Source: an optimization exercise on an open RTL-to-GDS flow (aim: small area, a short achievable clock period and few clock cycles). Production flows keep margins and buffers that such runs may drop. No run shown here included a check of the RTL's function; only the layout flow was run. In every run shown here, the design's own scripts or RTL, not TritonCTS, make the clock network. The flow treats the clock pin as an ideal source. Dropping or thinning the clock tree relies on that and would not hold on a real chip. No activity file was given, so power comes from the tool's default toggle rates.

==> flow/design.v <==
`timescale 1ns/10ps
module ELA(clk, rst, in_data, data_rd, req, wen, addr, data_wr, done);
	input				clk;
	input				rst;
	input		[7:0]	in_data;
	input		[7:0]	data_rd;
	output				req;
	output	reg			wen;
	output	reg	[9:0]	addr;
	output	reg	[7:0]	data_wr;
	output	reg			done;
	reg			nreq;
	assign req = ~nreq;
	reg			s0, s1, s2;
	wire		main = s0 | s1 | s2;
	wire [4:0] col = addr[4:0];
	wire [4:0] row = addr[9:5];
	wire c_ge2 = |col[4:1];
	wire c_ge29 = (col[4:2] == 3'b111) & (col[1] | col[0]);
	wire [4:0] colp = col + (s1 ? 5'd30 : s2 ? 5'd3 : s0 ? 5'd0 : 5'd1);
	wire [4:0] rowp = row + (s0 ? 5'd30 : s1 ? (c_ge2 ? 5'd1 : 5'd31) :
				s2 ? (c_ge29 ? 5'd3 : 5'd1) : (col == 5'd31 ? 5'd2 : 5'd0));
	reg	[7:0]	xr, v, yr, p, q;
	reg	[8:0]	dreg, bd;
	reg	[7:0]	sreg, bs;
	wire [7:0] yn = ~yr;
	wire [7:0] sp = xr ^ yr;	 
	wire [7:0] ep = xr ^ yn;	 
	reg [7:0] sg, sq, eg, eq;	 
	integer l, i, t;
	always @(*) begin
		sg = xr & yr;
		sq = sp;
		eg = xr & yn;
		eq = ep;
		for (l = 0; l < 3; l = l + 1)
			for (i = 0; i < 8; i = i + 1)
				if ((i >> l) & 1) begin
					t = ((i >> (l + 1)) << (l + 1)) + (1 << l) - 1;
					sg[i] = sg[i] | (sq[i] & sg[t]);
					sq[i] = sq[i] & sq[t];
					eg[i] = eg[i] | (eq[i] & eg[t]);
					eq[i] = eq[i] & eq[t];
				end
	end
	wire [8:0] sum = {sg[7], sp ^ {sg[6:0], 1'b0}};
	wire [8:0] e = {eg[7], ep ^ {eg[6:0], 1'b0}};
	wire [7:0] de = dreg[7:0];
	wire [10:0] cmp1 = {2'b00, de, 1'b1} + {~bd[8], ~bd, 1'b1};
	wire [10:0] cmp0 = {2'b00, ~de, 1'b1} + {~bd[8], ~bd, 1'b0};
	wire lt = dreg[8] ? cmp1[10] : cmp0[10];
	wire [8:0] dm1 = dreg[8] ? {1'b0, de} : {1'b0, ~de} - 9'd1;
	wire edge_col = s2 ? (col[4:1] == 4'hf) : (col == 5'd1 || col == 5'd2);
	wire upd = s1 | (lt & ~edge_col & (s2 | s0));
	always @(posedge clk) begin
		dreg <= e;
		sreg <= sum[8:1];
		if (upd) begin
			bd <= dm1;
			bs <= sreg;
		end
		if (s0) begin
			xr <= v;
			v <= xr;
		end else if (s1)
			xr <= data_rd;
		if (s0)
			yr <= data_wr;
		else if (s1)
			yr <= q;
		else
			yr <= p;
		if (s1) begin
			p <= yr;
			q <= p;
		end
		data_wr <= s1 ? bs : in_data;
		addr <= (!main && !wen) ? 10'd991 : {rowp, colp};
	end
	always @(posedge clk or posedge rst) begin
		if (rst) begin
			s0 <= 1'b0;
			s1 <= 1'b0;
			s2 <= 1'b0;
			nreq <= 1'b0;
			wen <= 1'b0;
			done <= 1'b0;
		end else if (done) begin
			nreq <= 1'b1;
			wen <= 1'b0;
		end else begin
			if (!main) begin
				wen <= 1'b1;
				if (wen && addr == 10'd30)
					nreq <= 1'b1;
				if (wen && addr == 10'd31)
					s0 <= 1'b1;
			end else begin
				s0 <= s2;
				s1 <= s0;
				s2 <= s1;
				nreq <= ~s0;
				if (s2) begin
					wen <= ~((row == 5'd29) & c_ge29);
					if (addr == 10'd959) begin
						done <= 1'b1;
						s0 <= 1'b0;
						wen <= 1'b0;
					end
				end else
					wen <= s1;
			end
		end
	end
endmodule
==> flow/flow/run.sh <==
#!/bin/bash
# Own layout flow: the standard ORFS flow (standard.sh), except that
# - the clock tree is built by flow/cts.tcl, a copy of ORFS's cts.tcl whose
#   TritonCTS call is replaced by one level of clock buffers fed by the clock
#   port (manual_clock_tree there);
# - flow/env.sh may set MAKEVARS, extra ORFS variables for the steps after
#   synthesis. Synthesis is the standard one, unchanged.
# Every tool's output goes to a log in this folder.
set -euo pipefail
W=$(pwd)
rm -rf "$W/scripts"
cp -r "$FLOW_HOME/scripts" "$W/scripts"
cp "$W/flow/cts.tcl" "$W/scripts/cts.tcl"
export SCRIPTS_DIR="$W/scripts"
export CLKTREE_NBUF=4
export CLKTREE_BUF=sky130_fd_sc_hd__clkbuf_16
MAKEVARS=()
if [ -f "$W/flow/env.sh" ]; then source "$W/flow/env.sh"; fi
bash standard.sh synth > "$W/flow_synth.log" 2>&1
for step in floorplan place cts finish; do
  bash standard.sh "${MAKEVARS[@]}" $step > "$W/flow_$step.log" 2>&1
done
test -s "$W/out/final.def"
==> flow/flow/cts.tcl <==
utl::set_metrics_stage "cts__{}"
source $::env(SCRIPTS_DIR)/load.tcl
source $::env(SCRIPTS_DIR)/lec_check.tcl
erase_non_stage_variables cts
load_design 3_place.odb 3_place.sdc
source_step_tcl PRE CTS

# Clone clock tree inverters next to register loads
# so cts does not try to buffer the inverted clocks.
repair_clock_inverters

proc save_progress { stage } {
  puts "Run 'make gui_$stage.odb' to load progress snapshot"
  orfs_write_db $::env(RESULTS_DIR)/$stage.odb
  orfs_write_sdc $::env(RESULTS_DIR)/$stage.sdc
}

# Run CTS
set cts_args [list \
  -sink_clustering_enable \
  -repair_clock_nets]

append_env_var cts_args CTS_BUF_DISTANCE -distance_between_buffers 1
append_env_var cts_args CTS_CLUSTER_SIZE -sink_clustering_size 1
append_env_var cts_args CTS_CLUSTER_DIAMETER -sink_clustering_max_diameter 1
append_env_var cts_args CTS_BUF_LIST -buf_list 1
append_env_var cts_args CTS_LIB_NAME -library 1


if { [env_var_exists_and_non_empty CTS_ARGS] } {
  set cts_args $::env(CTS_ARGS)
}

set_dont_use $::env(DONT_USE_CELLS)

proc kmeans_groups { pts nb } {
  set xs [lsort -real [lmap p $pts {lindex $p 0}]]
  set ys [lsort -real [lmap p $pts {lindex $p 1}]]
  set x0 [lindex $xs 0]; set x1 [lindex $xs end]
  set y0 [lindex $ys 0]; set y1 [lindex $ys end]
  set cent {}
  set side [expr {int(ceil(sqrt($nb)))}]
  set rows [expr {int(ceil(double($nb) / $side))}]
  for {set i 0} {$i < $nb} {incr i} {
    set cx [expr {$i % $side}]; set cy [expr {$i / $side}]
    lappend cent [list [expr {$x0 + ($cx + 0.5) / $side * ($x1 - $x0)}] [expr {$y0 + ($cy + 0.5) / $rows * ($y1 - $y0)}]]
  }
  # balanced k-means: no group takes more than its share of the points
  set cap [expr {int(ceil(double([llength $pts]) / $nb))}]
  for {set iter 0} {$iter < 40} {incr iter} {
    set pairs {}
    set n 0
    foreach p $pts {
      for {set i 0} {$i < $nb} {incr i} {
        set c [lindex $cent $i]
        lappend pairs [list [expr {abs([lindex $p 0] - [lindex $c 0]) + abs([lindex $p 1] - [lindex $c 1])}] $n $i]
      }
      incr n
    }
    set grp [lrepeat $nb {}]
    set cnt [lrepeat $nb 0]
    set done [lrepeat [llength $pts] 0]
    foreach pr [lsort -real -index 0 $pairs] {
      lassign $pr d n i
      if {[lindex $done $n] || [lindex $cnt $i] >= $cap} { continue }
      lset done $n 1
      lset cnt $i [expr {[lindex $cnt $i] + 1}]
      lset grp $i [concat [lindex $grp $i] [list [lindex $pts $n]]]
    }
    set newc {}
    for {set i 0} {$i < $nb} {incr i} {
      set g [lindex $grp $i]
      if {[llength $g] == 0} { lappend newc [lindex $cent $i]; continue }
      set sx 0; set sy 0
      foreach p $g { set sx [expr {$sx + [lindex $p 0]}]; set sy [expr {$sy + [lindex $p 1]}] }
      lappend newc [list [expr {double($sx) / [llength $g]}] [expr {double($sy) / [llength $g]}]]
    }
    set cent $newc
  }
  return [list $grp $cent]
}

# Drive each group of iterms (points {x y iterm}) from a new buffer of
# master bufname placed at the group's centre, fed by net src; returns the
# buffers' input points.
proc buffer_groups { grp cent bufname src prefix } {
  set block [ord::get_db_block]
  set master [[ord::get_db] findMaster $bufname]
  set ins {}
  for {set i 0} {$i < [llength $grp]} {incr i} {
    set g [lindex $grp $i]
    if {[llength $g] == 0} { continue }
    set inst [odb::dbInst_create $block $master ${prefix}$i]
    set net [odb::dbNet_create $block clknet_${prefix}$i]
    $net setSigType CLOCK
    foreach p $g { set it [lindex $p 2]; $it disconnect; $it connect $net }
    set c [lindex $cent $i]
    set x [expr {int([lindex $c 0]) - [$master getWidth] / 2}]
    set y [expr {int([lindex $c 1]) - [$master getHeight] / 2}]
    $inst setLocation $x $y
    $inst setPlacementStatus PLACED
    [$inst findITerm A] connect $src
    [$inst findITerm X] connect $net
    lappend ins [list [lindex $c 0] [lindex $c 1] [$inst findITerm A]]
    puts "clock buffer ${prefix}$i ($bufname) drives [llength $g] pins"
  }
  return $ins
}

proc manual_clock_tree { } {
  set block [ord::get_db_block]
  set clknet [[$block findBTerm clk] getNet]
  set pts {}
  foreach it [$clknet getITerms] {
    set b [[$it getInst] getBBox]
    lappend pts [list [expr {([$b xMin] + [$b xMax]) / 2.0}] [expr {([$b yMin] + [$b yMax]) / 2.0}] $it]
  }
  if {[info exists ::env(CLKTREE_LEAF)] && $::env(CLKTREE_LEAF) ne ""} {
    lassign [kmeans_groups $pts $::env(CLKTREE_NLEAF)] grp cent
    set pts [buffer_groups $grp $cent $::env(CLKTREE_LEAF) $clknet clkleaf_]
  }
  lassign [kmeans_groups $pts $::env(CLKTREE_NBUF)] grp cent
  buffer_groups $grp $cent $::env(CLKTREE_BUF) $clknet clkroot_
  set_propagated_clock [all_clocks]
}
manual_clock_tree

utl::push_metrics_stage "cts__{}__pre_repair_timing"
log_cmd estimate_parasitics -placement
if { $::env(DETAILED_METRICS) } {
  report_metrics 4 "cts pre-repair-timing"
}
utl::pop_metrics_stage

set_placement_padding -global \
  -left $::env(CELL_PAD_IN_SITES_DETAIL_PLACEMENT) \
  -right $::env(CELL_PAD_IN_SITES_DETAIL_PLACEMENT)

set result [catch { detailed_placement } msg]
if { $result != 0 } {
  save_progress 4_1_error
  error "Detailed placement failed in CTS: $msg"
}

log_cmd estimate_parasitics -placement

if { $::env(CTS_SNAPSHOTS) } {
  save_progress 4_1_pre_repair_hold_setup
}

if { !$::env(SKIP_CTS_REPAIR_TIMING) } {
  if { $::env(EQUIVALENCE_CHECK) } {
    write_eqy_verilog 4_before_rsz.v
  }
  if { $::env(LEC_CHECK) } {
    write_lec_verilog 4_before_rsz_lec.v
  }

  repair_timing_helper

  if { $::env(EQUIVALENCE_CHECK) } {
    run_equivalence_test
  }
  if { $::env(LEC_CHECK) } {
    write_lec_verilog 4_after_rsz_lec.v
    run_lec_test 4_rsz 4_before_rsz_lec.v 4_after_rsz_lec.v
  }

  set result [catch { detailed_placement } msg]
  if { $result != 0 } {
    save_progress 4_1_error
    error "Detailed placement failed in CTS: $msg"
  }

  check_placement -verbose
}

report_metrics 4 "cts final"

source_step_tcl POST CTS

orfs_write_db $::env(RESULTS_DIR)/4_1_cts.odb
orfs_write_sdc $::env(RESULTS_DIR)/4_cts.sdc
==> flow/flow/env.sh <==
export BUFFER_PORTS_ARGS="-buffer_cell sky130_fd_sc_hd__buf_2"
==> flow/standard.sh <==
#!/bin/bash
# synth_recipe.tcl (not shown) runs the flow's synth.tcl, then flattens the netlist and writes it again
# the make line also repeats each setting of config.mk as NAME=value (left out here)
make -C /OpenROAD-flow-scripts/flow DESIGN_CONFIG=/design/flow/config.mk WORK_HOME=/design/flow/orfs CLKGATE_MAP_FILE= SYNTH_SCRIPT=/design/flow/synth_recipe.tcl "${@:-finish}"
==> flow/config.mk <==
export PLATFORM = sky130hd
export DESIGN_NAME = ELA
export DESIGN_NICKNAME = ELA
export VERILOG_FILES = /design/flow/design.v
export SDC_FILE = /design/flow/constraint.sdc
export NUM_CORES = 8
export LEC_CHECK = 0
export CAP_MARGIN = 20
export CORE_MARGIN = 2
export CORE_UTILIZATION = 40
export SETUP_SLACK_MARGIN = 3.0
export SLEW_MARGIN = 20
==> flow/constraint.sdc <==
create_clock -name core_clock -period 5.0 [get_ports {clk}]
set_input_delay 1.0000 -clock core_clock [delete_from_list [all_inputs] [get_ports {clk}]]
set_output_delay 1.0000 -clock core_clock [all_outputs]
set_load 0.01 [all_outputs]
==> impl_metrics.yaml, run 1 <==
outcome:
  status: "no timing/DRC/antenna violations"
global_routing:
  grt_max_degree: 34
  grtUsageTotal: 0.149
  antenna_found_initial: 0
  grt_pass1_wl_microns: 14300
  grt_pass1_vias: 2755
  grt-ovfl-total: 0
yosys:
  syn-instance-count: 360
  ys.flop_type: "edfxtp_1"
  synth_mux_area_frac: 0.0655
  synth_top_family_by_area: "adder cells"
  synthXorXnorAreaFrac: 0.0450
  synth-seq-area-share: 0.555
  synth-adder-area-share: 0.139
  avgSynthCellArea_sq_um: 12.4
  synth_enable_flop_cells: 49
  synth_area_sq_um: 4470
  synth_cell_types: 42
  synth_warnings: 1
  synth_simple_gate_area_frac: 0.0674
  ys_ff_latch: 98
  synth_fp_nets: 423
  synth_compound_area_frac: 0.0797
  synthArstFlopShare: 0.0612
clocking:
  holdBufCountCts: 0
  clock_latency_ns: 0.16
  clk_pin_slew_ns: 0.09
worst_setup_path:
  crit_fanout: 2
  worstPathRequired_ns: 5.05
  cp.arrival_ns: 2.19
  critPathLaunchType: "register"
  end_kind: "register"
  critPathKind: "register to register"
finish:
  layout_commonest_cell: "edfxtp_1"
  layout_common_cells: "edfxtp_1 (49), buf_2 (38), inv_1 (35), dfxtp_1 (32), buf_4 (31)"
  nets: 499
  num_antenna_cells: 0
  drive_above_1_share: 0.369
  syn2layout_area_growth_pct: 23.6
sta:
  skew_ns: 0.0128
  slew_violations: 0
  timing.final.crit_period_ns: 2.14
  setup_viol: 0
  period_share: 0.429
  maxSlewHeadroom: 0.727
  setup_tns_ns: 0
  rsz0062_at_grt: "yes"
  fmax_ghz: 0.466
  hold_viol: 0
  tightest_slew_ns: 0.406
placement:
  io_buffers: 38
  place_hpwl_microns: 5520
  place_congestion: 0.778
drt:
  post_drt_wl_per_cell_microns: 15.7
  ant_nets: 0
  drt_wl_total_microns: 9020
  firstDrtPassIters: 4
  via_per_inst: 4.89
  vias: 2804
  drc: 0
  drt_iter0_drc: 168
power:
  p_int_uw: 1180
  finalPower_uw: 1530
  power_frac_comb: 0.164
  ir_drop_mv: 0.186
  power_density_nw_per_um2: 278
  swShare: 0.234
  seqPwrFrac: 0.612
  pwr-share-clk: 0.224
  power_switching_uw: 358
  p_leak_uw: 0.00238
floorplan:
  rows: 38
  fp.dieH_microns: 110
  pin_count: 39
  core_area_sq_um: 10900
  initial_core_util: 0.411
  fp.dieW_microns: 110
  die-area_sq_um: 12000
hold_path:
  hold_class: "register to register"
run:
  drv_cap: 0
power groups by stage:
| stage | combinational (uW) | sequential, uW | clock, uW |
|---|---|---|---|
| after detailed placement | 170 | 953 | 0 |
| after global placement | 168 | 952 | 0 |
| final | 251 | 939 | 344 |
| after CTS | 216 | 936 | 362 |
| after floorplan | 126 | 943 | 0 |
| after global routing | 279 | 945 | 389 |
cell usage after synthesis, drive strengths merged, types with 2 or more instances:
cell	n	area, sq um
nor4	4	25.0
or3	2	12.5
inv	43	161
nand3	3	15.0
o21ai	13	65.1
nand2	17	63.8
mux2i	9	90.1
dfrtp	6	150
dfxtp	43	861
a31oi	5	31.3
nor3	10	50.1
a21o	9	67.6
ha	37	463
mux2	18	203
edfxtp	49	1470
xor2	6	52.6
a221oi	2	17.5
clkbuf	4	15.0
xnor2	17	149
fa	8	160
a21oi	15	75.1
buf	5	37.5
nand2b	6	37.5
o311ai	2	17.5
o21bai	5	37.5
nor2	10	45.0
routing by layer:
layer / GRT usage / wire (microns) / vias up
met5: 0 / 0 / -
met4: 0.0181 / 76 / 0
met3: 0.0113 / 331 / 5
met2: 0.245 / 4260 / 49
met1: 0.224 / 4360 / 1350
li1: - / - / 1400
what timing repair did:
item	CTS	global route
pin swaps	14	30
setup endpoints to repair	30	28
gates resized for setup	31	41
setup buffers	25	12
cloned	2	1
layout make-up:
| cell class | count | area [sq um] |
|---|---|---|
| buffer | 4 | 100 |
| sequential | 98 | 2510 |
| inverter | 43 | 161 |
| tap | 140 | 175 |
| timing repair buffer | 77 | 543 |
| multi-input combinational | 212 | 2040 |
| fill | 957 | 5360 |
logic make-up (layout without fill, tap and decap cells):
| family | Yosys count | after routing |
|---|---|---|
| xor gates and xnor gates | 23 | 23 |
| and+or+nand+nor | 59 | 59 |
| buffers and inverters | 52 | 124 |
| DFF | 98 | 98 |
| adders and majority gates | 45 | 45 |
| muxes | 27 | 27 |
| AOI/OAI and AO/OA | 56 | 58 |
critical path, stage by stage (launching register included):
cell and delay (ns):
dfrtp_2 0.43, inv_2 0.08, nor2_2 0.05, a21oi_2 0.12, nor3_2 0.07, or2_4 0.25
fa_2 0.36, a21o_1 0.20, a21oi_2 0.13, xnor2_1 0.14, xnor2_1 0.14, nand2_1 0.06
final timing paths:
path                            startpoint       to  depth (start not counted)  slack [ns]
worst max-delay path                    s2  addr[9]                         11        2.86
worst min-delay path               sreg[7]    bs[7]                          0        0.41
worst max register to register          s2  addr[9]                         11        2.86
worst min register to register     sreg[7]    bs[7]                          0        0.41
max in group asynchronous              rst       s0                          2        4.04
min in group asynchronous              rst     done                          2        0.74
stage by stage:
stage / utilization / hold WS (ns) / worst slack [ns] / cells / cell area, sq um
finish: 0.508 / 0.413 / 2.86 / 574 / 5530
global route: 0.508 / 0.421 / 2.75 / 574 / 5530
CTS: 0.481 / 0.415 / 2.86 / 561 / 5230
detailed placement: 0.443 / 0.391 / 2.55 / 530 / 4820
global placement: 0.443 / 0.387 / 2.59 / 530 / 4820
floorplan: - / 0.386 / 2.76 / 360 / 4500
state kept, by name (all words and copies together), names as in the netlist:
name,cells
xr,8
s1,1
dreg,9
s0,1
sreg,8
done,1
nreq,1
yr,8
v,8
p,8
wen,1
s2,1
data_wr,8
bd,9
addr,10
bs,8
q,8
==> run 2, diff against run 1 <==
--- a/flow/config.mk
+++ b/flow/config.mk
@@ -8,5 +8,5 @@
 export CAP_MARGIN = 20
 export CORE_MARGIN = 2
 export CORE_UTILIZATION = 40
-export SETUP_SLACK_MARGIN = 3.0
+export SETUP_SLACK_MARGIN = 3.2
 export SLEW_MARGIN = 20
==> run 2 against run 1 <==
Against the previous run: cell count shrank 1.0%; sequential power is essentially flat; worst hold slack gained 0.0022 ns; sequential cell count is the same; clock power is essentially flat; synthesized cell count is the same; utilization shrank 0.057 points; global-route usage grew 0.059 points; routed wire length grew 1.9%; final area shrank 0.11%.
==> impl_metrics.yaml, run 2 <==
outcome:
  status: "no timing/DRC/antenna violations"
hold_path:
  holdPathStages: 0
  hold_class: "register to register"
finish:
  nets: 493
  largest_reg_flops: 10
  top_register: "addr"
  layout_commonest_cell: "edfxtp_1"
  largestRegisters: "addr x10, bd x9, dreg x9"
  multi_input_area_sq_um: 2070
  layout.area.seq_sq_um: 2510
  fillers: 950
  num_antenna_cells: 0
  utilization: 0.507
  syn2layout_area_growth_pct: 23.4
  drive_above_1_share: 0.364
  layout_common_cells: "edfxtp_1 (49), buf_2 (37), inv_1 (36), dfxtp_1 (33)"
  stdcell_count: 568
yosys:
  synth_enable_flop_cells: 49
  synth-seq-area-share: 0.555
  synth_fp_nets: 423
  synth_cell_types: 42
  synthArstFlopShare: 0.0612
  synth_area_sq_um: 4470
  synth.top_cell.area_share: 0.329
  synth.area.top_cells: "edfxtp_1 (33%), dfxtp_1 (19%), ha_1 (10%), mux2_2 (4.5%), fa_1 (3.6%)"
  synth_warnings: 1
  syn-instance-count: 360
  ys_ff_latch: 98
  avgSynthCellArea_sq_um: 12.4
  synth_top_area_cell: "edfxtp_1"
  ys.flop_type: "edfxtp_1"
  yosys-top-cells-count: "edfxtp_1 (49), dfxtp_1 (43), inv_1 (42)"
  synth.most_common_cell: "edfxtp_1"
drt:
  drt_wl_total_microns: 9190
  post_drt_wl_per_cell_microns: 16.2
  ant_nets: 0
  vias: 2859
  drt_iter0_drc: 149
  drc: 0
  via_per_inst: 5.03
  firstDrtPassIters: 4
placement:
  place_inst: 529
  place_congestion: 0.776
  io_buffers: 38
  place_hpwl_microns: 5450
  dpl_worst_slack_ns: 2.33
power:
  power_density_nw_per_um2: 273
  p_leak_uw: 0.00234
  ir_drop_mv: 0.241
global_routing:
  antenna_found_initial: 0
  grt_pass1_wl_microns: 14300
  grtUsageTotal: 0.150
  grt_max_degree: 26
  grt_pass1_vias: 2889
  grt-ovfl-total: 0
sta:
  fmax_ghz: 0.468
  slew_violations: 0
  setup_tns_ns: 0
  rsz0062_at_grt: "yes"
  timing.final.crit_period_ns: 2.14
  period_share: 0.428
  hold_viol: 0
  tightest_slew_ns: 0.692
  skew_ns: 0.0145
  setup_viol: 0
  fin_ws_ns: 2.86
  maxSlewHeadroom: 0.535
  fin_hold_ws_ns: 0.415
floorplan:
  core_area_sq_um: 10900
  die-area_sq_um: 12000
  fp.dieW_microns: 110
  rows: 38
  initial_core_util: 0.411
  pin_count: 39
  fp.dieH_microns: 110
run:
  drv_cap: 0
worst_setup_path:
  critPathKind: "register to register"
  reg2reg_depth: 10
  end_kind: "register"
  critPathLaunchType: "register"
  crit_fanout: 3
  worstPathRequired_ns: 5.05
  cp.arrival_ns: 2.19
clocking:
  clk_pin_slew_ns: 0.10
  clock_latency_ns: 0.16
  holdBufCountCts: 0
run 2: cell counts after synthesis:
No cell type changed its count.
run 2: cells by family (layout without fill, tap and decap cells):
logic type,count (synthesis),after routing,share of synthesized area
compound gates,56,58,0.0797
fa+ha+maj,45,45,0.139
buf+inv,52,118,0.0478
xor+xnor,23,23,0.0450
mux,27,27,0.0655
flops,98,98,0.555
simple gates,59,59,0.0674
run 2: path summary, 6_finish.rpt:
kind / startpoint / endpoint / slack [ns]
hold / removal: sreg[1] / bs[1] / 0.41
setup reg to reg: s1 / addr[9] / 2.86
min in group asynchronous: rst / s1 / 0.73
setup / recovery: s1 / addr[9] / 2.86
max in group asynchronous: rst / s0 / 4.04
hold reg to reg: sreg[1] / bs[1] / 0.41
run 2: cell type report:
type,count,area share
buffer,4,0.0181
timing repair buffer,71,0.0913
multi-input combinational,212,0.375
tap,140,0.0317
sequential,98,0.455
inverter,43,0.0292
run 2: routing by layer:
| metal | vias to the layer above | routed length (microns) | global-route usage |
|---|---|---|---|
| met4 | 0 | 224 | 0.0307 |
| li1 | 1383 | - | - |
| met1 | 1410 | 4400 | 0.210 |
| met2 | 52 | 4370 | 0.260 |
| met3 | 14 | 199 | 0.00711 |
| met5 | - | 0 | 0 |
run 2: power breakdown:
group          internal, uW  switching (uW)  total [uW]
Combinational           100             123         223
Sequential              906            31.0         937
Clock                   147             198         345
Total                  1150             352        1510
run 2: critical path: stages, from the launching register on:
cell and delay, ns:
dfrtp_4 0.52, buf_12 0.14, nor2_4 0.11, nor2_2 0.04
ha_2 0.19, fa_2 0.37, a21o_1 0.18, a21oi_2 0.14
xnor2_1 0.14, xnor2_1 0.13, nand2_1 0.06
run 2: metrics by stage:
step	instance area (sq um)	total power, uW
floorplan	4550	1080
finish	5520	1510
CTS	5360	1510
detailed placement	4860	1140
global route	5520	1580
global placement	4860	1130
run 2: what timing repair did:
action | in CTS | in global routing
gates resized for setup | 44 | 17
pin swaps | 23 | 15
endpoints found under the setup margin | 49 | 35
cloned | 2 | 0
buffers inserted | 25 | 8
==> run 3, diff against run 2 <==
--- a/flow/config.mk
+++ b/flow/config.mk
@@ -8,5 +8,5 @@
 export CAP_MARGIN = 20
 export CORE_MARGIN = 2
 export CORE_UTILIZATION = 40
-export SETUP_SLACK_MARGIN = 3.2
+export SETUP_SLACK_MARGIN = 2.9
 export SLEW_MARGIN = 20
==> run 3 against run 2 <==
Against the previous run: die area did not move; utilization decreased by 1.5 points; final area shrank 2.9%; clock skew is 0.0046 ns lower; total power is 2.2% higher; global-route usage shrank 0.25 points; via count down 2.4%.
==> impl_metrics.yaml, run 3 <==
sta:
  timing.final.crit_period_ns: 2.17
  fin_ws_ns: 2.83
  skew_ns: 0.00993
  rsz0062_at_grt: "yes"
  period_share: 0.435
  slew_violations: 0
  maxSlewHeadroom: 0.709
  setup_viol: 0
  fmax_ghz: 0.460
  setup_tns_ns: 0
  tightest_slew_ns: 0.435
  hold_viol: 0
yosys:
  ys_ff_latch: 98
  synth_fp_nets: 423
  synth-seq-area-share: 0.555
  syn-instance-count: 360
  synth_simple_gate_area_frac: 0.0674
  synth.most_common_cell: "edfxtp_1"
  ys.flop_type: "edfxtp_1"
  synth_area_sq_um: 4470
  synth_warnings: 1
  synth.area.top_cells: "edfxtp_1 (33%), dfxtp_1 (19%), ha_1 (10%), mux2_2 (4.5%), fa_1 (3.6%)"
  avgSynthCellArea_sq_um: 12.4
  synth_cell_types: 42
  synth_top_area_cell: "edfxtp_1"
  synthXorXnorAreaFrac: 0.0450
  yosys-top-cells-count: "edfxtp_1 (49), dfxtp_1 (43), inv_1 (42)"
  synth_compound_area_frac: 0.0797
  synth_mux_area_frac: 0.0655
  synth_enable_flop_cells: 49
  synth.top_cell.area_share: 0.329
  synth_top_family_by_area: "adder cells"
  synth-adder-area-share: 0.139
  synthArstFlopShare: 0.0612
floorplan:
  pin_count: 39
  initial_core_util: 0.411
  fp.dieH_microns: 110
  die-area_sq_um: 12000
  core_area_sq_um: 10900
  rows: 38
  fp.dieW_microns: 110
finish:
  layout_common_cells: "edfxtp_1 (49), buf_2 (38), dfxtp_1 (34), inv_1 (33), ha_1 (32)"
  stdcell_count: 562
  top_register: "addr"
  largest_reg_flops: 10
  nets: 487
  drive_above_1_share: 0.325
  num_antenna_cells: 0
  layout_commonest_cell: "edfxtp_1"
  syn2layout_area_growth_pct: 19.9
  largestRegisters: "addr x10, bd x9, dreg x9"
global_routing:
  antenna_found_initial: 0
  grt_pass1_vias: 2834
  grt_max_degree: 26
  grtUsageTotal: 0.148
  grt_pass1_wl_microns: 14100
  grt-ovfl-total: 0
placement:
  dpl_worst_slack_ns: 2.32
  place_congestion: 0.815
  io_buffers: 38
  place_inst: 529
  place_hpwl_microns: 5740
drt:
  drc: 0
  vias: 2789
  ant_nets: 0
  post_drt_wl_per_cell_microns: 16.2
  via_per_inst: 4.96
  drt_iter0_drc: 90
  drt_wl_total_microns: 9130
  firstDrtPassIters: 4
power:
  ir_drop_mv: 0.239
  p_leak_uw: 0.00232
  power_density_nw_per_um2: 287
clocking:
  clk_pin_slew_ns: 0.10
  clock_latency_ns: 0.16
worst_setup_path:
  critPathKind: "register to register"
  worstPathRequired_ns: 5.05
  critPathLaunchType: "register"
  cp.arrival_ns: 2.23
  crit_fanout: 4
  end_kind: "register"
run:
  drv_cap: 0
outcome:
  status: "no timing/DRC/antenna violations"
hold_path:
  hold_class: "register to register"
[run 3: cell count changes in the layout (fill, tap and decap cells not counted), moves of 4 or more]
cell | before | now
ha_1 | 25 | 32
fa_1 | 3 | 7
fa_2 | 5 | 1
ha_2 | 4 | 0
[run 3: where the power goes]
| group | internal [uW] | switching (uW) | leakage, uW |
|---|---|---|---|
| registers | 906 | 30.7 | 0.000903 |
| logic | 123 | 134 | 0.00136 |
| clock network | 147 | 198 | 0.0000493 |
[run 3: worst paths after layout]
path / startpoint / end / slack (ns) / cells after the start
max: s1 / addr[9] / 2.83 / 8
min: sreg[2] / bs[2] / 0.41 / 0
max reg2reg: s1 / addr[9] / 2.83 / 8
min reg2reg: sreg[2] / bs[2] / 0.41 / 0
max in group asynchronous: rst / s2 / 4.02 / 2
min in group asynchronous: rst / s1 / 0.74 / 2
[run 3: layer usage]
layer / global-route usage / share of wire / up-vias
li1: - / - / 1377
met1: 0.212 / 0.47 / 1364
met2: 0.249 / 0.49 / 39
met3: 0.0113 / 0.026 / 9
met4: 0.0235 / 0.012 / 0
met5: 0 / 0 / -
[run 3: kinds of logic after synthesis]
logic type	after synthesis
fa+ha+maj	45
flops	98
buf+inv	52
mux	27
xor+xnor	23
simple gates	59
compound gates	56
[run 3: cell type report]
cell class              count  area [sq um]
inverters                  43           161
fillers                   973          5530
repair buffers             65           428
multi-input cells         212          1990
plain buffers               4           100
well taps                 140           175
flip-flops and latches     98          2510
[run 3: repair_timing]
| action | in CTS | in global routing |
|---|---|---|
| gates cloned | 2 | 0 |
| gates resized for setup | 24 | 30 |
| setup buffers | 15 | 12 |
| pin swaps | 7 | 16 |
| setup endpoints to repair | 29 | 26 |
| hold buffers | 0 | 0 |
[run 3: worst max-delay path, stage by stage, from the launching register on]
cell     delay [ns]
dfrtp_4        0.53
a31o_4         0.25
or2_4          0.24
fa_2           0.38
a21o_1         0.18
a21oi_2        0.14
xnor2_1        0.15
xnor2_1        0.15
nand2_1        0.06
[run 3: metrics by stage]
| stage | util | hold slack (ns) | area, sq um | power, uW |
|---|---|---|---|---|
| after floorplan | - | 0.386 | 4500 | 1070 |
| after global placement | 0.441 | 0.386 | 4810 | 1120 |
| after detailed placement | 0.441 | 0.389 | 4810 | 1120 |
| after CTS | 0.474 | 0.411 | 5160 | 1500 |
| after global routing | 0.492 | 0.422 | 5360 | 1610 |
| final | 0.492 | 0.410 | 5360 | 1540 |
==> run 4, diff against run 3 <==
--- a/flow/config.mk
+++ b/flow/config.mk
@@ -8,5 +8,5 @@
 export CAP_MARGIN = 20
 export CORE_MARGIN = 2
 export CORE_UTILIZATION = 40
-export SETUP_SLACK_MARGIN = 2.9
+export SETUP_SLACK_MARGIN = 3.1
 export SLEW_MARGIN = 20
==> run 4 against run 3 <==
Against the previous run: combinational power is 11% lower; utilization is 0.32 points higher; via count is 0.75% higher; clock skew hardly changed; setup slack better by 0.0086 ns; routed wire length is 0.43% lower; cell count stayed put; global-route usage is 0.39 points higher; synthesized cell count stayed put; area after synthesis stayed put; first-iteration DRC count is 14% higher; largest cell class unchanged; highest routed layer unchanged.
==> impl_metrics.yaml, run 4 <==
outcome:
  status: "no timing/DRC/antenna violations"
sta:
  fmax_ghz: 0.462
  hold_viol: 0
  period_share: 0.433
  timing.final.crit_period_ns: 2.17
  setup_tns_ns: 0
  setup_viol: 0
  maxSlewHeadroom: 0.501
  tightest_slew_ns: 0.742
  skew_ns: 0.0101
  slew_violations: 0
  rsz0062_at_grt: "yes"
global_routing:
  grt_pass1_wl_microns: 14400
  grt-ovfl-total: 0
  antenna_found_initial: 0
  grt_pass1_vias: 2864
  grt_max_degree: 26
  grtUsageTotal: 0.151
finish:
  num_antenna_cells: 0
  fillers: 959
  nets: 487
  multi_input_area_sq_um: 2000
  drive_above_1_share: 0.320
  syn2layout_area_growth_pct: 20.7
  layout_commonest_cell: "edfxtp_1"
  top_register: "addr"
  layout.area.seq_sq_um: 2500
  layout_common_cells: "edfxtp_1 (49), inv_1 (38), buf_2 (38), dfxtp_1 (36), ha_1 (31)"
  largest_reg_flops: 10
  largestRegisters: "addr x10, bd x9, dreg x9"
yosys:
  synth_area_sq_um: 4470
  synth.area.top_cells: "edfxtp_1 (33%), dfxtp_1 (19%), ha_1 (10%), mux2_2 (4.5%), fa_1 (3.6%)"
  synth_enable_flop_cells: 49
  synth_warnings: 1
  synth_top_family_by_area: "adder cells"
  synth.top_cell.area_share: 0.329
  synth_cell_types: 42
  synth_fp_nets: 423
  synth_mux_area_frac: 0.0655
  synth-adder-area-share: 0.139
  syn-instance-count: 360
  synth_simple_gate_area_frac: 0.0674
  synth_compound_area_frac: 0.0797
  synth-seq-area-share: 0.555
  synth.most_common_cell: "edfxtp_1"
  ys.flop_type: "edfxtp_1"
  avgSynthCellArea_sq_um: 12.4
  synthXorXnorAreaFrac: 0.0450
  synthArstFlopShare: 0.0612
  ys_ff_latch: 98
  yosys-top-cells-count: "edfxtp_1 (49), dfxtp_1 (43), inv_1 (42)"
  synth_top_area_cell: "edfxtp_1"
drt:
  vias: 2810
  drc: 0
  via_per_inst: 5.00
  drt_iter0_drc: 103
  drt_wl_total_microns: 9090
  post_drt_wl_per_cell_microns: 16.2
  ant_nets: 0
  firstDrtPassIters: 4
placement:
  io_buffers: 38
  place_hpwl_microns: 5500
  place_congestion: 0.796
floorplan:
  fp.dieH_microns: 110
  fp.dieW_microns: 110
  rows: 38
  initial_core_util: 0.411
  core_area_sq_um: 10900
  die-area_sq_um: 12000
  pin_count: 39
worst_setup_path:
  critPathLaunchType: "register"
  critPathKind: "register to register"
  worstPathRequired_ns: 5.05
  cp.arrival_ns: 2.21
  cp-startpoint: "s1"
  end_kind: "register"
  crit_fanout: 4
  r2r_start: "s1"
clocking:
  clock_latency_ns: 0.16
  holdBufCountCts: 0
  clk_pin_slew_ns: 0.10
hold_path:
  hold_class: "register to register"
  hold_start: "sreg[1]"
power:
  p_leak_uw: 0.00232
  power_density_nw_per_um2: 282
  ir_drop_mv: 0.242
  finalPower_uw: 1520
run:
  drv_cap: 0
[run 4: cell counts after synthesis]
Identical to the previous run, type by type.
[run 4: what timing repair did]
item	in CTS	in global routing
endpoints found under the setup margin	36	28
pin swaps	11	21
resized for setup	33	15
buffers inserted	15	12
gates cloned	2	0
hold endpoints to repair	0	0
[run 4: power by group]
part,total (uW),internal (uW),switching [uW],leakage [uW]
Sequential,938,906,32.2,0.000903
Clock,353,147,206,0.0000493
Combinational,229,102,127,0.00137
Total,1520,1160,365,0.00232
[run 4: path summary, 6_finish.rpt]
path / to / slack [ns] / depth (start not counted)
max reg2reg: addr[9] / 2.83 / 8
min reg2reg: bs[1] / 0.42 / 0
min in group asynchronous: nreq / 0.74 / 2
max in group asynchronous: s0 / 4.03 / 2
max: addr[9] / 2.83 / 8
min: bs[1] / 0.42 / 0
[run 4: worst max-delay path, stage by stage, from the launching register on]
cell and delay [ns]:
dfrtp_4 0.52, a31o_4 0.24, or2_4 0.26, fa_2 0.37, a21o_1 0.17, a21oi_2 0.14, xnor2_1 0.14, xnor2_1 0.14
nand2_1 0.06
[run 4: area by class of cell]
class | count | area share
buffer | 4 | 0.0185
inverter | 43 | 0.0299
multi-input combinational | 212 | 0.371
sequential | 98 | 0.464
tap | 140 | 0.0325
timing repair buffer | 65 | 0.0839
[run 4: cells by family (layout without fill, tap and decap cells)]
group	Yosys count	count (layout)
multiplexers	27	27
AO/OA/AOI/OAI	56	58
adder cells (fa/ha/maj)	45	45
buffers and inverters	52	112
flip-flops	98	98
XOR/XNOR	23	23
AND/OR/NAND/NOR	59	59
[run 4: stage by stage]
step	utilization	cells	area (sq um)	setup slack [ns]	hold WS [ns]
after floorplan	-	360	4530	2.76	0.386
after global placement	0.444	529	4840	2.41	0.390
after detailed placement	0.444	529	4840	2.32	0.389
after CTS	0.479	550	5220	2.86	0.413
after global routing	0.496	562	5400	2.74	0.430
final	0.496	562	5400	2.83	0.417
[run 4: layer usage]
metal / vias up / share of wire / GRT usage
met2: 45 / 0.47 / 0.253
met3: 6 / 0.024 / 0.0107
li1: 1374 / - / -
met4: 0 / 0.0084 / 0.0127
met1: 1385 / 0.50 / 0.225
met5: - / 0 / 0
==> run 5, diff against run 4 <==
==> flow/design.v (replaced) <==
`timescale 1ns/10ps
module ELA(clk, rst, in_data, data_rd, req, wen, addr, data_wr, done);
	input				clk;
	input				rst;
	input		[7:0]	in_data;
	input		[7:0]	data_rd;
	output				req;
	output	reg			wen;
	output	reg	[9:0]	addr;
	output	reg	[7:0]	data_wr;
	output	reg			done;
	reg			main, vld, nreq;
	assign req = ~nreq;
	reg			s0, s1, s2;
	reg	[4:0]	k;
	reg	[3:0]	j;
	reg	[7:0]	xr, v, yr, p, q;
	reg	[8:0]	dreg, bd;
	reg	[7:0]	sreg, bs;
	wire [7:0] yn = ~yr;
	wire [7:0] sp = xr ^ yr;	 
	wire [7:0] ep = xr ^ yn;	 
	reg [7:0] sg, sq, eg, eq;	 
	integer l, i, t;
	always @(*) begin
		sg = xr & yr;
		sq = sp;
		eg = xr & yn;
		eq = ep;
		for (l = 0; l < 3; l = l + 1)
			for (i = 0; i < 8; i = i + 1)
				if ((i >> l) & 1) begin
					t = ((i >> (l + 1)) << (l + 1)) + (1 << l) - 1;
					sg[i] = sg[i] | (sq[i] & sg[t]);
					sq[i] = sq[i] & sq[t];
					eg[i] = eg[i] | (eq[i] & eg[t]);
					eq[i] = eq[i] & eq[t];
				end
	end
	wire [8:0] sum = {sg[7], sp ^ {sg[6:0], 1'b0}};
	wire [7:0] e0 = ep ^ {eg[6:0], 1'b0};
	wire [7:0] e1 = ep ^ {eg[6:0] | eq[6:0], 1'b1};
	wire [8:0] dm = {eq[7], eg[7] ? e0 : ~e1};
	wire lt = $signed(dreg) < $signed(bd);
	wire edge_col = (k == 5'd1) || (k == 5'd2);
	wire upd = s1 | (lt & ~edge_col & (s2 | s0));
	wire [4:0] k1 = k + 5'd1;
	always @(posedge clk) begin
		dreg <= dm;
		sreg <= sum[8:1];
		if (upd) begin
			bd <= dreg;
			bs <= sreg;
		end
		if (s0) begin
			xr <= v;
			v <= xr;
		end else if (s1)
			xr <= data_rd;
		if (s0)
			yr <= data_wr;
		else if (s1)
			yr <= q;
		else
			yr <= p;
		if (s1) begin
			p <= yr;
			q <= p;
		end
		data_wr <= s1 ? bs : in_data;
		addr[4:0] <= s1 ? k - 5'd2 : k;
		addr[5] <= s1;
		if (!main)
			addr[9:6] <= 4'd0;
		else if (s2)
			addr[9:6] <= j + 4'd1;
		else if (s1 && k[4:1] == 4'd0)
			addr[9:6] <= j - 4'd1;
		else
			addr[9:6] <= j;
	end
	always @(posedge clk or posedge rst) begin
		if (rst) begin
			main <= 1'b0;
			vld <= 1'b0;
			s0 <= 1'b0;
			s1 <= 1'b0;
			s2 <= 1'b0;
			k <= 5'd0;
			j <= 4'd0;
			nreq <= 1'b0;
			wen <= 1'b0;
			done <= 1'b0;
		end else if (done) begin
			nreq <= 1'b1;
			wen <= 1'b0;
		end else if (!main) begin
			vld <= ~nreq;
			if (vld) k <= k1;
			wen <= vld;
			if (vld && k == 5'd31) begin
				main <= 1'b1;
				s2 <= 1'b1;
				nreq <= 1'b1;
			end
		end else begin
			s0 <= s2;
			s1 <= s0;
			s2 <= s1;
			nreq <= ~s0;
			if (s1) begin
				k <= k1;
				if (k == 5'd31) j <= j + 4'd1;
			end
			if (s2) begin
				wen <= (j != 4'd15);
				if (j == 4'd15 && k == 5'd2) begin
					done <= 1'b1;
					main <= 1'b0;
					wen <= 1'b0;
				end
			end else
				wen <= s1;
		end
	end
endmodule
--- a/flow/config.mk
+++ b/flow/config.mk
@@ -8,5 +8,5 @@
 export CAP_MARGIN = 20
 export CORE_MARGIN = 2
 export CORE_UTILIZATION = 40
-export SETUP_SLACK_MARGIN = 3.1
+export SETUP_SLACK_MARGIN = 3.0
 export SLEW_MARGIN = 20
==> run 5 against run 4 <==
Against the previous run: still clean; maximum frequency increased by 2.3%; setup slack better by 0.049 ns; first-iteration DRC count increased by 84%; critical path depth shrank 1; clock skew rose by 0.0033 ns; worst hold slack worse by 0.0072 ns; largest power group unchanged; highest routed layer unchanged.
==> impl_metrics.yaml, run 5 <==
sta:
  fmax_ghz: 0.472
  slew_violations: 0
  skew_ns: 0.0134
  maxSlewHeadroom: 0.562
  setup_tns_ns: 0
  hold_viol: 0
  fin_hold_ws_ns: 0.410
  timing.final.crit_period_ns: 2.12
  tightest_slew_ns: 0.657
  period_share: 0.423
  rsz0062_at_grt: "yes"
  setup_viol: 0
power:
  finalPower_uw: 1610
  p_int_uw: 1260
  swShare: 0.217
  seqPwrFrac: 0.634
  power_density_nw_per_um2: 294
  ir_drop_mv: 0.222
  power_frac_comb: 0.139
  pwr-share-clk: 0.227
  power_switching_uw: 349
  p_leak_uw: 0.00233
floorplan:
  pin_count: 39
  rows: 39
  core_area_sq_um: 11500
  initial_core_util: 0.411
  die-area_sq_um: 12700
  fp.dieW_microns: 113
  fp.dieH_microns: 113
finish:
  syn2layout_area_growth_pct: 16.4
  layout_commonest_cell: "edfxtp_1"
  num_antenna_cells: 0
  utilization: 0.478
  top_register: "addr"
  largestRegisters: "addr x10, bd x9, dreg x9"
  nets: 474
  largest_reg_flops: 10
  stdcell_count: 558
  layout_common_cells: "edfxtp_1 (49), dfxtp_1 (38), buf_2 (38), inv_1 (33), ha_1 (26)"
  drive_above_1_share: 0.292
placement:
  io_buffers: 38
  place_inst: 539
  place_hpwl_microns: 5570
  place_congestion: 0.816
global_routing:
  grt.busiest_layer: "met2"
  grtUsageTotal: 0.132
  grt_max_degree: 47
  use_met1: 0.174
  grt_pass1_vias: 2853
  antenna_found_initial: 0
  grt_pass1_wl_microns: 14000
  grt-ovfl-total: 0
  grtUsageMet3: 0.00864
  met2_usage: 0.247
yosys:
  synth-seq-area-share: 0.586
  syn-instance-count: 369
  synth_area_sq_um: 4710
  synth_top_area_cell: "edfxtp_1"
  synth_enable_flop_cells: 49
  synthArstFlopShare: 0.156
  synth.top_cell.area_share: 0.312
  yosys-top-cells-count: "edfxtp_1 (49), dfxtp_1 (43), inv_1 (38)"
  ys.flop_type: "edfxtp_1"
  avgSynthCellArea_sq_um: 12.8
  synth.most_common_cell: "edfxtp_1"
  ys_ff_latch: 109
  synth_fp_nets: 426
  synth.area.top_cells: "edfxtp_1 (31%), dfxtp_1 (18%), dfrtp_1 (9.0%), ha_1 (8.8%), mux2_2 (4.5%)"
  synth_cell_types: 47
  synth_warnings: 1
worst_setup_path:
  reg2reg_depth: 7
  end_kind: "register"
  critPathLaunchType: "register"
  critPathKind: "register to register"
  crit_fanout: 7
  path_cells: "ha_4, a21o_1, and3_4, a2111oi_4, buf_6, mux2i_2, xor2_1"
  cp.arrival_ns: 2.22
  worstPathRequired_ns: 5.11
  cpMaxStageDelayCell: "edfxtp_1"
  max_stage_delay_ns: 0.45
drt:
  vias: 2771
  via_per_inst: 4.97
  ant_nets: 0
  drt_wl_total_microns: 8420
  firstDrtPassIters: 4
  drt_iter0_drc: 190
  post_drt_wl_per_cell_microns: 15.1
  drc: 0
hold_path:
  holdPathStages: 0
  hold_class: "register to register"
run:
  drv_cap: 0
clocking:
  clk_pin_slew_ns: 0.11
  clock_latency_ns: 0.17
outcome:
  status: "no timing/DRC/antenna violations"
[run 5: cell count changes in the layout (fill, tap and decap cells not counted), sizes merged, moves of 8 or more]
cell	change
a21o	-8
buf	-11
dfrtp	+11
nor2	+8
nor3	-8
[run 5: kinds of logic after synthesis]
logic type | after synthesis | synth area share
AOI/OAI and AO/OA | 47 | 0.0699
xor gates and xnor gates | 23 | 0.0428
and+or+nand+nor | 66 | 0.0691
adders and majority gates | 39 | 0.113
buffers and inverters | 51 | 0.0422
DFF | 109 | 0.586
muxes | 34 | 0.0773
[run 5: worst paths after layout]
check	startpoint	end	slack [ns]
min	sreg[2]	bs[2]	0.41
max	xr[5]	dreg[6]	2.88
min in group asynchronous	rst	j[1]	0.91
min reg2reg	sreg[2]	bs[2]	0.41
max reg2reg	xr[5]	dreg[6]	2.88
max in group asynchronous	rst	k[1]	3.63
[run 5: metal layers]
metal	wire length [microns]	up-vias	share of wire
li1	-	1365	-
met1	3720	1338	0.44
met2	4320	61	0.51
met3	275	7	0.033
met4	112	0	0.013
met5	0	-	0
[run 5: worst max-delay path, delay by kind of cell (launching register included)]
family,cells,cell delay [ns]
fa+ha+maj,1,0.30
xor+xnor,1,0.15
flops,1,0.45
simple gates,1,0.21
compound gates,2,0.55
buf+inv,1,0.18
mux,1,0.22
[run 5: metrics by stage]
| step | setup slack [ns] | instance area (sq um) |
|---|---|---|
| 4_1_cts | 2.89 | 5330 |
| 3_3_place_gp | 2.77 | 5050 |
| 3_5_place_dp | 2.73 | 5050 |
| 2_1_floorplan | 2.89 | 4720 |
| 5_1_grt | 2.79 | 5480 |
| 6_report | 2.88 | 5480 |
[run 5: power groups by stage]
stage | clock network [uW] | registers [uW] | logic (uW)
after floorplan | 0 | 1030 | 100
after global placement | 0 | 1040 | 142
after detailed placement | 0 | 1040 | 142
after CTS | 381 | 1020 | 191
after global routing | 405 | 1030 | 251
final | 366 | 1020 | 224
[run 5: timing repair]
| item | CTS | global route |
|---|---|---|
| cloned | 0 | 1 |
| resized for setup | 21 | 21 |
| hold buffers | 0 | 0 |
| pin swaps | 9 | 7 |
| buffers inserted | 11 | 3 |
| endpoints found under the setup margin | 27 | 31 |
[run 5: final cells by class]
class / instances / area [sq um]
sequential: 109 / 2770
tap: 143 / 179
inverter: 38 / 143
buffer: 4 / 100
timing repair buffer: 55 / 372
multi-input combinational: 209 / 1920
fill: 1041 / 5980
==> run 6, diff against run 5 <==
--- a/flow/config.mk
+++ b/flow/config.mk
@@ -8,5 +8,5 @@
 export CAP_MARGIN = 20
 export CORE_MARGIN = 2
 export CORE_UTILIZATION = 40
-export SETUP_SLACK_MARGIN = 3.0
+export SETUP_SLACK_MARGIN = 2.9
 export SLEW_MARGIN = 20
==> run 6 against run 5 <==
Against the previous run: sequential cell count is the same; highest routed layer unchanged; utilization shrank 0.58 points; largest cell class unchanged; area after synthesis unchanged; register-to-register slack worse by 0.03 ns.
==> impl_metrics.yaml, run 6 <==
sta:
  tightest_slew_ns: 0.681
  rsz0062_at_grt: "yes"
  setup_viol: 0
  maxSlewHeadroom: 0.546
  setup_tns_ns: 0
  hold_viol: 0
  slew_violations: 0
  timing.final.crit_period_ns: 2.15
  fmax_ghz: 0.466
  skew_ns: 0.0108
  period_share: 0.429
drt:
  vias: 2770
  ant_nets: 0
  drt_iter0_drc: 116
  drt_wl_total_microns: 8400
  via_per_inst: 4.93
  post_drt_wl_per_cell_microns: 14.9
  drc: 0
  firstDrtPassIters: 5
clocking:
  clock_latency_ns: 0.17
  holdBufCountCts: 0
  clk_pin_slew_ns: 0.10
worst_setup_path:
  cp_top_family: "adder cells"
  max_stage_delay_ns: 0.40
  cp.buffers_inverters: 2
  worstPathRequired_ns: 5.07
  cp.arrival_ns: 2.21
  crit_fanout: 3
  critPathLaunchType: "register"
  critPathKind: "register to register"
  cpMaxStageDelayCell: "edfxtp_1"
  end_kind: "register"
  path_cells: "ha_2, inv_2, fa_2, nand3b_1, nand2_2, inv_2, fa_2, o21ai_2, mux2i_1, xnor2_1"
yosys:
  avgSynthCellArea_sq_um: 12.8
  syn-instance-count: 369
  synth_cell_types: 47
  synth.top_cell.area_share: 0.312
  synth_top_area_cell: "edfxtp_1"
  ys.flop_type: "edfxtp_1"
  ys_ff_latch: 109
  yosys-top-cells-count: "edfxtp_1 (49), dfxtp_1 (43), inv_1 (38)"
  synth_fp_nets: 426
  synth-seq-area-share: 0.586
  synth.area.top_cells: "edfxtp_1 (31%), dfxtp_1 (18%), dfrtp_1 (9.0%), ha_1 (8.8%), mux2_2 (4.5%)"
  synthArstFlopShare: 0.156
  synth.most_common_cell: "edfxtp_1"
  synth_enable_flop_cells: 49
  synth_warnings: 1
  synth_area_sq_um: 4710
global_routing:
  grt_max_degree: 47
  antenna_found_initial: 0
  grt_pass1_vias: 2801
  grtUsageTotal: 0.130
  grt-ovfl-total: 0
  grt_pass1_wl_microns: 13700
finish:
  layout_common_cells: "edfxtp_1 (49), dfxtp_1 (38), buf_2 (38), inv_1 (33), ha_1 (25)"
  top_register: "addr"
  syn2layout_area_growth_pct: 15.0
  num_antenna_cells: 0
  nets: 478
  drive_above_1_share: 0.286
  largest_reg_flops: 10
  layout_commonest_cell: "edfxtp_1"
  largestRegisters: "addr x10, bd x9, dreg x9"
power:
  power_density_nw_per_um2: 291
  finalPower_uw: 1580
  ir_drop_mv: 0.207
  p_leak_uw: 0.00232
floorplan:
  fp.dieH_microns: 113
  core_area_sq_um: 11500
  die-area_sq_um: 12700
  fp.dieW_microns: 113
  initial_core_util: 0.411
  pin_count: 39
  rows: 39
run:
  drv_cap: 0
hold_path:
  hold_class: "register to register"
placement:
  place_congestion: 0.867
  io_buffers: 38
  place_hpwl_microns: 5650
outcome:
  status: "no timing/DRC/antenna violations"
-- run 6: changes by cell type in the layout (fill, tap and decap cells not counted), sizes merged --
cell,change
buf,+3
nand2,+2
clkbuf,-1
-- run 6: metal layers --
metal,share of wire,global-route usage,vias to the layer above
met4,0.013,0.0195,0
li1,-,-,1377
met2,0.52,0.248,43
met1,0.44,0.164,1344
met5,0,0,-
met3,0.027,0.00864,6
-- run 6: path summary, 6_finish.rpt --
check,from,to,slack (ns),depth (start not counted)
max in group asynchronous,rst,s1,3.61,2
setup reg to reg,xr[0],dreg[5],2.85,10
hold / removal,sreg[4],bs[4],0.41,0
setup / recovery,xr[0],dreg[5],2.85,10
hold reg to reg,sreg[4],bs[4],0.41,0
min in group asynchronous,rst,j[3],0.91,2
-- run 6: per-stage QoR --
step	setup slack, ns	hold WS (ns)	std cells	utilization	cell area, sq um
5_1_grt	2.75	0.418	562	0.472	5420
2_1_floorplan	2.89	0.386	369	-	4720
4_1_cts	2.83	0.413	551	0.458	5250
3_5_place_dp	2.67	0.389	539	0.440	5050
6_report	2.85	0.413	562	0.472	5420
3_3_place_gp	2.78	0.388	539	0.440	5050
-- run 6: timing repair --
item                       in CTS  in global routing
buffers inserted                7                 10
pin swaps                       9                 11
setup endpoints to repair      24                 27
gates cloned                    1                  1
hold endpoints to repair        0                  0
gates resized for setup        13                 20
-- run 6: report_power, final --
part	total [uW]	switching (uW)	leakage (uW)	internal [uW]
Sequential	1020	22.0	0.00104	998
Combinational	191	109	0.00123	82.4
Clock	365	217	0.0000493	148
-- run 6: cell type report --
cell class	count	area (sq um)
fill	1034	6050
inverter	38	143
sequential	109	2770
buffer	4	100
tap	143	179
multi-input combinational	211	1890
timing repair buffer	57	333
-- run 6: kinds of logic (layout without fill, tap and decap cells) --
kind of cell / Yosys count / after routing / synth area share
flip-flops: 109 / 109 / 0.586
AND/OR/NAND/NOR: 66 / 68 / 0.0691
buffers and inverters: 51 / 99 / 0.0422
AO/OA/AOI/OAI: 47 / 47 / 0.0699
adder cells (fa/ha/maj): 39 / 39 / 0.113
multiplexers: 34 / 34 / 0.0773
XOR/XNOR: 23 / 23 / 0.0428
==> run 7, diff against run 6 <==
--- a/flow/config.mk
+++ b/flow/config.mk
@@ -8,5 +8,5 @@
 export CAP_MARGIN = 20
 export CORE_MARGIN = 2
 export CORE_UTILIZATION = 40
-export SETUP_SLACK_MARGIN = 2.9
+export SETUP_SLACK_MARGIN = 3.1
 export SLEW_MARGIN = 20
==> run 7 against run 6 <==
Against the previous run: still clean; clock skew is 0.0021 ns lower; first-iteration DRC count increased by 29%; maximum frequency is 4.2% higher; sequential share of layout area decreased by 0.53 points; cell count increased by 0.53%; utilization up 0.49 points; highest routed layer unchanged.
==> impl_metrics.yaml, run 7 <==
hold_path:
  hold_start: "sreg[4]"
  hold_end: "bs[4]"
  holdPathStages: 0
  hold_class: "register to register"
clocking:
  clock_latency_ns: 0.17
  holdBufCountCts: 0
  clk_pin_slew_ns: 0.11
finish:
  num_antenna_cells: 0
  top_register: "addr"
  fillers: 1009
  syn2layout_area_growth_pct: 16.2
  largest_reg_flops: 10
  drive_above_1_share: 0.306
  nets: 481
  largestRegisters: "addr x10, bd x9, dreg x9"
  utilization: 0.477
  layout_commonest_cell: "edfxtp_1"
  layout_common_cells: "edfxtp_1 (49), dfxtp_1 (38), buf_2 (38), inv_1 (32), ha_1 (25)"
yosys:
  synth_area_sq_um: 4710
  synth_compound_area_frac: 0.0699
  synth-adder-area-share: 0.113
  synth_enable_flop_cells: 49
  yosys-top-cells-count: "edfxtp_1 (49), dfxtp_1 (43), inv_1 (38)"
  synth.most_common_cell: "edfxtp_1"
  synth_warnings: 1
  synth_mux_area_frac: 0.0773
  avgSynthCellArea_sq_um: 12.8
  synth_cell_types: 47
  synth_top_family_by_area: "adder cells"
  synth_fp_nets: 426
  synth_simple_gate_area_frac: 0.0691
  synthXorXnorAreaFrac: 0.0428
  synth.area.top_cells: "edfxtp_1 (31%), dfxtp_1 (18%), dfrtp_1 (9.0%), ha_1 (8.8%), mux2_2 (4.5%)"
  syn-instance-count: 369
  synth.top_cell.area_share: 0.312
  synth_top_area_cell: "edfxtp_1"
  synthArstFlopShare: 0.156
  ys.flop_type: "edfxtp_1"
  ys_ff_latch: 109
  synth-seq-area-share: 0.586
global_routing:
  grt-ovfl-total: 0
  grt_pass1_vias: 2794
  grt_max_degree: 47
  antenna_found_initial: 0
  grt_pass1_wl_microns: 13900
  grtUsageTotal: 0.131
sta:
  fin_hold_ws_ns: 0.413
  maxSlewHeadroom: 0.569
  skew_ns: 0.00862
  rsz0062_at_grt: "yes"
  setup_tns_ns: 0
  hold_viol: 0
  slew_violations: 0
  timing.final.crit_period_ns: 2.06
  period_share: 0.412
  fmax_ghz: 0.486
  tightest_slew_ns: 0.646
  setup_viol: 0
floorplan:
  core_area_sq_um: 11500
  fp.dieW_microns: 113
  die-area_sq_um: 12700
  rows: 39
  initial_core_util: 0.411
  fp.dieH_microns: 113
  pin_count: 39
placement:
  place_hpwl_microns: 5470
  io_buffers: 38
  place_congestion: 0.822
worst_setup_path:
  path_cells: "ha_4, a21o_1, and3_4, a2111oi_4, buf_4, mux2i_1, xor2_1"
  rrSetupSlack_ns: 2.94
  critPathLaunchType: "register"
  crit_fanout: 4
  reg2reg_depth: 7
  max_stage_delay_ns: 0.45
  cpMaxStageDelayCell: "edfxtp_1"
  cp.arrival_ns: 2.17
  end_kind: "register"
  worstPathRequired_ns: 5.11
  r2r_start: "xr[5]"
  critPathKind: "register to register"
  reg2reg_to: "dreg[6]"
power:
  ir_drop_mv: 0.183
  p_leak_uw: 0.00234
  power_density_nw_per_um2: 289
  finalPower_uw: 1580
drt:
  drt_iter0_drc: 150
  dr_wl_met3_microns: 241
  drt_wl_total_microns: 8430
  drc: 0
  post_drt_wl_per_cell_microns: 14.9
  top_layer: "met4"
  firstDrtPassIters: 4
  ant_nets: 0
  wl_met1_microns: 3810
  via_per_inst: 4.88
  vias: 2757
  met2_wirelength_microns: 4260
run:
  drv_cap: 0
outcome:
  status: "no timing/DRC/antenna violations"
-- run 7: cell count changes in the layout (fill, tap and decap cells not counted), moves of 2 or more --
cell,previous run,this run
dfrtp_1,16,14
dfrtp_2,1,3
fa_1,4,2
fa_2,2,4
-- run 7: routing by layer --
| layer | track usage | vias to the layer above |
|---|---|---|
| met5 | 0 | - |
| met3 | 0.00864 | 10 |
| met4 | 0.0163 | 0 |
| met1 | 0.172 | 1326 |
| li1 | - | 1376 |
| met2 | 0.245 | 45 |
-- run 7: what timing repair did --
| action | 4_1_cts | 5_1_grt |
|---|---|---|
| cloned | 2 | 0 |
| resized for setup | 33 | 7 |
| setup endpoints to repair | 29 | 31 |
| pin swaps | 13 | 6 |
| buffers inserted | 18 | 2 |
-- run 7: kinds of logic (layout without fill, tap and decap cells) --
logic type / count (synthesis) / count (layout)
DFF: 109 / 109
and+or+nand+nor: 66 / 68
buffers and inverters: 51 / 102
AOI/OAI and AO/OA: 47 / 47
adders and majority gates: 39 / 39
muxes: 34 / 34
xor gates and xnor gates: 23 / 23
-- run 7: worst max path at each step --
stage / slack [ns] / start / endpoint / cells after the start
after floorplan: 2.90 / xr[0] / dreg[6] / 8
after global placement: 2.76 / xr[4] / dreg[6] / 6
after detailed placement: 2.72 / xr[0] / dreg[5] / 10
after CTS: 2.96 / xr[0] / dreg[5] / 10
after global routing: 2.83 / xr[0] / dreg[7] / 8
final: 2.94 / xr[5] / dreg[6] / 7
-- run 7: per-stage QoR --
stage	std cells	cell area (sq um)	setup WS (ns)
after floorplan	369	4730	2.90
after global placement	539	5050	2.76
after detailed placement	539	5050	2.72
after CTS	563	5420	2.96
after global routing	565	5470	2.83
final	565	5470	2.94
-- run 7: cell type report --
type | count | area (sq um) | share of cell area
well taps | 143 | 179 | 0.0327
inverters | 38 | 143 | 0.0261
multi-input cells | 211 | 1910 | 0.349
plain buffers | 4 | 100 | 0.0183
flip-flops and latches | 109 | 2770 | 0.506
repair buffers | 60 | 372 | 0.0679
-- run 7: worst max-delay path, delay by kind of cell (launching register included) --
kind                       cells  cell delay, ns
AOI/OAI and AO/OA              2            0.56
xor gates and xnor gates       1            0.15
adders and majority gates      1            0.25
buffers and inverters          1            0.18
DFF                            1            0.45
muxes                          1            0.21
and+or+nand+nor                1            0.20
-- run 7: report_power, final --
part	leakage [uW]	total [uW]	internal, uW	switching [uW]
clock	0.0000493	370	148	222
combinational	0.00126	191	83.6	107
sequential	0.00103	1020	998	23.3
==> run 8, diff against run 7 <==
--- a/flow/design.v
+++ b/flow/design.v
@@ -15,7 +15,7 @@
 	reg	[4:0]	k;
 	reg	[3:0]	j;
 	reg	[7:0]	xr, v, yr, p, q;
-	reg	[8:0]	dreg, bd;
+	reg	[7:0]	dreg, bd;
 	reg	[7:0]	sreg, bs;
 	wire [7:0] yn = ~yr;
 	wire [7:0] sp = xr ^ yr;	 
@@ -40,8 +40,9 @@
 	wire [8:0] sum = {sg[7], sp ^ {sg[6:0], 1'b0}};
 	wire [7:0] e0 = ep ^ {eg[6:0], 1'b0};
 	wire [7:0] e1 = ep ^ {eg[6:0] | eq[6:0], 1'b1};
-	wire [8:0] dm = {eq[7], eg[7] ? e0 : ~e1};
-	wire lt = $signed(dreg) < $signed(bd);
+	wire [7:0] dm = eg[7] ? e0 : ~e1;
+	wire bzero = &bd;
+	wire lt = ~bzero & ((&dreg) | (dreg < bd));
 	wire edge_col = (k == 5'd1) || (k == 5'd2);
 	wire upd = s1 | (lt & ~edge_col & (s2 | s0));
 	wire [4:0] k1 = k + 5'd1;
--- a/flow/config.mk
+++ b/flow/config.mk
@@ -8,5 +8,5 @@
 export CAP_MARGIN = 20
 export CORE_MARGIN = 2
 export CORE_UTILIZATION = 40
-export SETUP_SLACK_MARGIN = 3.1
+export SETUP_SLACK_MARGIN = 2.9
 export SLEW_MARGIN = 20
==> run 8 against run 7 <==
Against the previous run: first-iteration DRC count is 45% lower; die area is 0.44% lower; clock power shrank 2%; utilization fell by 0.94 points; area after synthesis down 0.45%; sequential share of layout area grew 0.32 points; total power is 3.5% lower; clock skew is 0.0034 ns higher; register-to-register slack lost 0.05 ns; setup slack got worse by 0.050 ns; via count rose by 0.15%; critical path type unchanged; largest power group unchanged.
==> impl_metrics.yaml, run 8 <==
floorplan:
  core_area_sq_um: 11400
  die-area_sq_um: 12600
  rows: 39
  fp.dieH_microns: 112
finish:
  syn2layout_area_growth_pct: 14.0
  layout_commonest_cell: "edfxtp_1"
  layout.area.seq_sq_um: 2720
  top_register: "addr"
  largest_reg_flops: 10
  multi_input_area_sq_um: 1890
  fillers: 1055
  utilization: 0.468
  nets: 476
  drive_above_1_share: 0.251
  layout_common_cells: "edfxtp_1 (48), dfxtp_1 (38), buf_2 (38), inv_1 (35), ha_1 (30)"
  num_antenna_cells: 0
outcome:
  status: "no timing/DRC/antenna violations"
drt:
  drt_iter0_drc: 82
  post_drt_wl_per_cell_microns: 14.9
  drc: 0
  via_per_inst: 4.92
  firstDrtPassIters: 5
  drt_wl_total_microns: 8360
yosys:
  synth_warnings: 1
  ys.flop_type: "edfxtp_1"
  synth_top_area_cell: "edfxtp_1"
  synth.area.top_cells: "edfxtp_1 (31%), dfxtp_1 (18%), dfrtp_1 (9.1%), ha_1 (8.5%), mux2_2 (4.8%)"
  synth_area_sq_um: 4690
  synth_enable_flop_cells: 48
  yosys-top-cells-count: "edfxtp_1 (48), dfxtp_1 (42), inv_1 (35)"
  synthArstFlopShare: 0.159
  synth.most_common_cell: "edfxtp_1"
  ys_ff_latch: 107
  syn-instance-count: 372
  avgSynthCellArea_sq_um: 12.6
sta:
  setup_viol: 0
  fmax_ghz: 0.474
  timing.final.crit_period_ns: 2.11
  hold_viol: 0
  rsz0062_at_grt: "yes"
  slew_violations: 0
  period_share: 0.422
  setup_tns_ns: 0
  maxSlewHeadroom: 0.547
placement:
  place_hpwl_microns: 5830
  place_congestion: 0.768
  io_buffers: 38
worst_setup_path:
  cp_top_family: "adder cells"
  critPathKind: "register to register"
  end_kind: "register"
  critPathLaunchType: "register"
  cpMaxStageDelayCell: "fa_2"
  worstPathRequired_ns: 5.06
  path_cells: "ha_1, inv_1, fa_2, o21ai_4, inv_1, fa_2, o31ai_2, mux2i_2, xor2_1"
  path_depth: 9
  crit_fanout: 3
  cp.buffers_inverters: 2
  max_stage_delay_ns: 0.43
  reg2reg_depth: 9
clocking:
  clk_pin_slew_ns: 0.11
  clock_latency_ns: 0.17
power:
  power_density_nw_per_um2: 286
  p_leak_uw: 0.00227
  ir_drop_mv: 0.212
global_routing:
  grt-ovfl-total: 0
  grt_pass1_wl_microns: 13500
  grtUsageTotal: 0.127
  grt_max_degree: 37
  antenna_found_initial: 0
  grt_pass1_vias: 2740
run:
  drv_cap: 0
==> run 8: cell types whose count changed after synthesis, sizes merged, moves of 3 or more <==
cell	change
clkbuf	-6
mux2i	-4
a21oi	+8
o21ai	+5
inv	-3
buf	+4
a2111oi	-3
==> run 8: stage by stage <==
| step | total power, uW | setup slack (ns) | cell area, sq um | std cells | hold slack (ns) |
|---|---|---|---|---|---|
| 2_1_floorplan | 1110 | 2.90 | 4700 | 372 | 0.386 |
| 3_3_place_gp | 1150 | 2.80 | 5040 | 544 | 0.386 |
| 3_5_place_dp | 1150 | 2.73 | 5040 | 544 | 0.390 |
| 4_1_cts | 1530 | 2.88 | 5220 | 554 | 0.412 |
| 5_1_grt | 1590 | 2.79 | 5340 | 561 | 0.422 |
| 6_report | 1530 | 2.89 | 5340 | 561 | 0.413 |
==> run 8: report_power, final <==
part / internal, uW / total [uW] / switching, uW
Sequential: 973 / 999 / 26.2
Combinational: 78.7 / 166 / 86.9
Clock: 148 / 362 / 214
==> run 8: cells by family (layout without fill, tap and decap cells) <==
group	Yosys count	in the layout	share of synthesized area
AOI/OAI and AO/OA	59	59	0.0841
adders and majority gates	38	38	0.111
buffers and inverters	47	93	0.0390
muxes	31	31	0.0715
DFF	107	107	0.578
and+or+nand+nor	68	68	0.0758
xor gates and xnor gates	22	22	0.0411
==> run 8: final cells by class <==
cell class,count,share of cell area
tap,143,0.0335
sequential,107,0.509
timing repair buffer,53,0.0604
inverter,36,0.0253
multi-input combinational,218,0.353
buffer,4,0.0187
==> run 8: path summary, 6_finish.rpt <==
check                              from      end  slack (ns)
min in group asynchronous           rst     k[3]        0.92
worst max register to register    xr[0]  dreg[5]        2.89
worst min register to register  sreg[7]    bs[7]        0.41
worst min-delay path            sreg[7]    bs[7]        0.41
max in group asynchronous           rst       s1        3.58
worst max-delay path              xr[0]  dreg[5]        2.89
==> run 8: routing by layer <==
metal	global-route usage	wire (microns)	vias to the layer above
met3	0.00972	227	6
met2	0.218	4020	38
met5	0	0	-
li1	-	-	1386
met4	0.0163	120	0
met1	0.183	3990	1331
==> run 8: repair_timing <==
item / CTS / global route
pin swaps: 2 / 7
hold buffers: 0 / 0
setup buffers: 6 / 7
hold endpoints to repair: 0 / 0
setup endpoints to repair: 24 / 11
gates resized for setup: 9 / 20
==> run 8: worst register-to-register path, stage by stage (launching register included) <==
cell,delay (ns)
edfxtp_1,0.38
ha_1,0.15
inv_1,0.06
fa_2,0.43
o21ai_4,0.18
inv_1,0.08
fa_2,0.37
o31ai_2,0.09
mux2i_2,0.12
xor2_1,0.15
